Source: an optimization exercise on an open RTL-to-GDS flow (aim: small area, a short achievable clock period and few clock cycles per item). Production flows keep margins and buffers that such runs may drop.
The RTL was checked by simulation tests, not by an equivalence proof against the original design.
No activity file was given, so power comes from the tool's default toggle rates.

## fjord
## DT
module DT(
        input                   clk,
        input                   reset,
        output reg              done,
        output reg              sti_rd,
        output     [9:0]        sti_addr,
        input      [15:0]       sti_di,
        output reg              res_wr,
        output reg              res_rd,
        output reg [13:0]       res_addr,
        output reg [7:0]        res_do,
        input      [7:0]        res_di
        );
        localparam S_W0 = 2'd0, S_W1 = 2'd1, S_RUN = 2'd2, S_END = 2'd3;
        reg        bwd;           
        reg [1:0]  st;
        reg [6:0]  r, ra;         
        reg [2:0]  q;             
        reg [15:0] acur, bcur;    
        reg [1:0]  ah, bh;        
        reg        la, la_ok;     
        reg [3:0]  cs, ns;        
        reg        pvc, pvn;      
        reg        wst;           
        reg        c_t1, c_bg;    
        reg        c_needf, c_needu;   
        reg        more;          
        reg        anew;          
        reg        rsel;          
        reg [2:0]  sw;            
        reg        n_t1, n_lt1, n_bg;    
        reg        n_adj;         
        reg [5:0]  u0, u1, u2;    
        reg [2:0]  v;
        reg [5:0]  fo;            
        reg        fv;
        reg [1:0]  rtgt;          
        reg        pend;          
        reg [6:0]  lastp;         
        reg [5:0]  lm1;           
        wire [15:0] di_rev;
        genvar gi;
        generate for (gi = 0; gi < 16; gi = gi + 1) begin : g_rev
                assign di_rev[gi] = sti_di[15-gi];
        end endgenerate
        wire [15:0] di_scan = bwd ? sti_di : di_rev;
        function [3:0] enc;
                input [15:0] x;
                begin
                        enc[0] = |(x & 16'hAAAA);
                        enc[1] = |(x & 16'hCCCC);
                        enc[2] = |(x & 16'hF0F0);
                        enc[3] = |(x & 16'hFF00);
                end
        endfunction
        wire [18:0] ea = {1'b1, acur, ah[1], ah[0]};
        wire [17:0] eb = {bcur, bh[1], bh[0]};
        wire [15:0] t1v, lt1v;
        generate for (gi = 0; gi < 16; gi = gi + 1) begin : g_fl
  ...
clock: 9.0 ns
lec_check: 0
cap_margin: 20
core_margin: 2
core_utilization: 40
cts_buf_list: sky130_fd_sc_hd__clkbuf_8
cts_cluster_size: 16
setup_slack_margin: 5
slew_margin: 20
tns_end_percent: 100
standard.sh (not shown) runs the stock make flow with config.mk's settings and CLKGATE_MAP_FILE= SYNTH_SCRIPT=/design/flow/synth_recipe.tcl, a recipe that flattens the netlist after the stock synthesis.
==> flow/flow/run.sh <==
#!/bin/bash
set -euo pipefail
MARGIN=5.75
if grep -q 'SETUP_SLACK_MARGIN=' standard.sh; then
  sed -E "s/SETUP_SLACK_MARGIN=[0-9.]+/SETUP_SLACK_MARGIN=${MARGIN}/" standard.sh > standard_margin.sh
else
  sed -E "s/\"\\$\\{@:-finish\\}\"/SETUP_SLACK_MARGIN=${MARGIN} \"\${@:-finish}\"/" standard.sh > standard_margin.sh
fi
grep -q "SETUP_SLACK_MARGIN=${MARGIN}" standard_margin.sh
bash standard_margin.sh finish > layout.log 2>&1
test -s out/final.def
Testbench counts of fjord, summed over its fixed seeds: cycles 1,019,793, images 24.
### fjord -> willow
==> flow/run.sh (new file) <==
#!/bin/bash
# synth_recipe.tcl (not shown) runs the flow's synth.tcl, then flattens the netlist and writes it again
# the make line also repeats each setting of config.mk as NAME=value (left out here)
make -C /OpenROAD-flow-scripts/flow DESIGN_CONFIG=/design/flow/config.mk WORK_HOME=/design/flow/orfs CLKGATE_MAP_FILE= SYNTH_SCRIPT=/design/flow/synth_recipe.tcl finish
removed: flow/flow/run.sh
removed: flow/standard.sh
Findings:
- willow -> fjord: multiplexer area fraction after synthesis delta 0, exact match
- In the reports for willow and fjord, the smaller setup slack belongs to willow.
- Between willow and fjord, the sequential-cell power consumption is higher for fjord.
- In the reports for willow and fjord, the larger buffers inserted during post-CTS setup optimization belongs to fjord.


## run A
Another version of the RTL of DT (not shown whole).
Size: about 1300 cells after synthesis, about 9300 µm² of cells after synthesis.
clock: 9.0 ns
lec_check: 0
abc_area: 1
cap_margin: 20
core_margin: 2
core_utilization: 40
cts_buf_list: sky130_fd_sc_hd__clkbuf_8
cts_cluster_size: 16
setup_slack_margin: 5
slew_margin: 20
tns_end_percent: 100
run.sh (not shown) runs the stock make flow with config.mk's settings and CLKGATE_MAP_FILE= SYNTH_SCRIPT=/design/flow/synth_recipe.tcl, a recipe that flattens the netlist after the stock synthesis.
Stock flow here: none of the scripts above is used.
Testbench counts of run A, summed over its fixed seeds: cycles 1,019,793, images 24.
--- input diff run A..run B ---
- clearing ABC_AREA, which used to be 1
- putting CELL_PAD_IN_SITES_DETAIL_PLACEMENT at 0 where nothing was set
- putting CELL_PAD_IN_SITES_GLOBAL_PLACEMENT at 0 where nothing was set
## What came out
Utilization: run B vs run A down 0.83 points. Per the comparison of run B with run A, number of placed cells counting well taps decreased 236; count of clock-buffer cells in the layout lost 1; final non-filler cell total fell by 14%.
Relative to run B, the following input files were edited for run C:
- a deleted CELL_PAD_IN_SITES_GLOBAL_PLACEMENT that had been 0
- a deleted CELL_PAD_IN_SITES_DETAIL_PLACEMENT that had been 0
[summary]
- Diff run C..run B | via count of the routed design | unchanged
- Comparing run C against run B, there is no change at all in via count of the first global-routing pass.
- From run C to run B, average cell area after synthesis did not move at all.
- Diff run C..run B | height of the die | unchanged
- The sequential group share of total power on run C is in line with that on run B.
- Setup slack of run B is on par with run C.
- Reported for run B and run C, share of synthesized area occupied by flip-flops and latches turned out identical to the last digit.


Starting RTL as in the previous note.
export LEC_CHECK = 0
export CAP_MARGIN = 20
export CORE_MARGIN = 2
export CORE_UTILIZATION = 40
export CTS_BUF_LIST = sky130_fd_sc_hd__clkbuf_8
export CTS_CLUSTER_SIZE = 16
export GPL_ROUTABILITY_DRIVEN = 0
export GPL_TIMING_DRIVEN = 1
export SETUP_SLACK_MARGIN = 5
export SLEW_MARGIN = 20
export TNS_END_PERCENT = 100
create_clock -name core_clock -period 9.0 [get_ports {clk}]
Testbench counts at the start, summed over its fixed seeds: cycles 1,019,793, images 24.
Change:
- GPL_ROUTABILITY_DRIVEN: 0 -> not set
- GPL_TIMING_DRIVEN: 1 -> not set
- SETUP_SLACK_MARGIN: 5 -> not set
- TNS_END_PERCENT: 100 -> not set
After rerunning:
- die area is unchanged
- sequential power climbs slightly
- sequential share of layout area climbs by 0.37 points
- total power drops by a few percent
- clock skew climbs by 0.0053 ns
- clock power drops by a few percent
- routed wire length climbs slightly
- first-iteration DRC count drops by a few percent
- final area drops slightly
- cell count stays flat

## what the ideal ports hide
The flow's constraints put no driver on any port. The routed layouts listed below were extracted and timed again, unchanged, in two steps. Step 1 (the two cells are an assumption about what drives the block):
set clk [get_ports {clk}]
set_driving_cell -lib_cell sky130_fd_sc_hd__clkbuf_16 $clk
set_driving_cell -lib_cell sky130_fd_sc_hd__buf_2 [delete_from_list [all_inputs] $clk]
Step 2 adds t to the input delays and takes it off the output delays; t is the mean of the earliest and latest rising clock arrival at the registers after step 1. Input paths then give back, and output paths get back, about the clock's delay inside the block. a / b / c = no drivers / after step 1 / after step 2; a / b = the first two.
run	t, ns	setup WS [ns]	hold WS [ns]	worst slew at a driven data input, ns
fjord	0.508	5.767 / 5.725 / 5.388	0.452 / 0.452 / 0.452	0.04
willow	0.497	5.248 / 5.248 / 4.947	0.452 / 0.452 / 0.452	0.04
run A	0.485	4.946 / 4.904 / 4.805	0.467 / 0.467 / 0.467	0.03
run B	0.502	5.115 / 5.071 / 5.031	0.459 / 0.459 / 0.459	0.04
run C	0.502	5.115 / 5.071 / 5.031	0.459 / 0.459 / 0.459	0.04
the first run of note 3	0.498	5.125 / 5.080 / 5.038	0.457 / 0.457 / 0.457	0.04
the second run of note 3	0.498	4.493 / 4.450 / 4.543	0.457 / 0.457 / 0.457	0.04
After both steps every run listed still meets setup and hold. For fjord, which loses most, drivers alone change the setup slack by -0.042 ns; drivers and shift together by -0.379 ns.
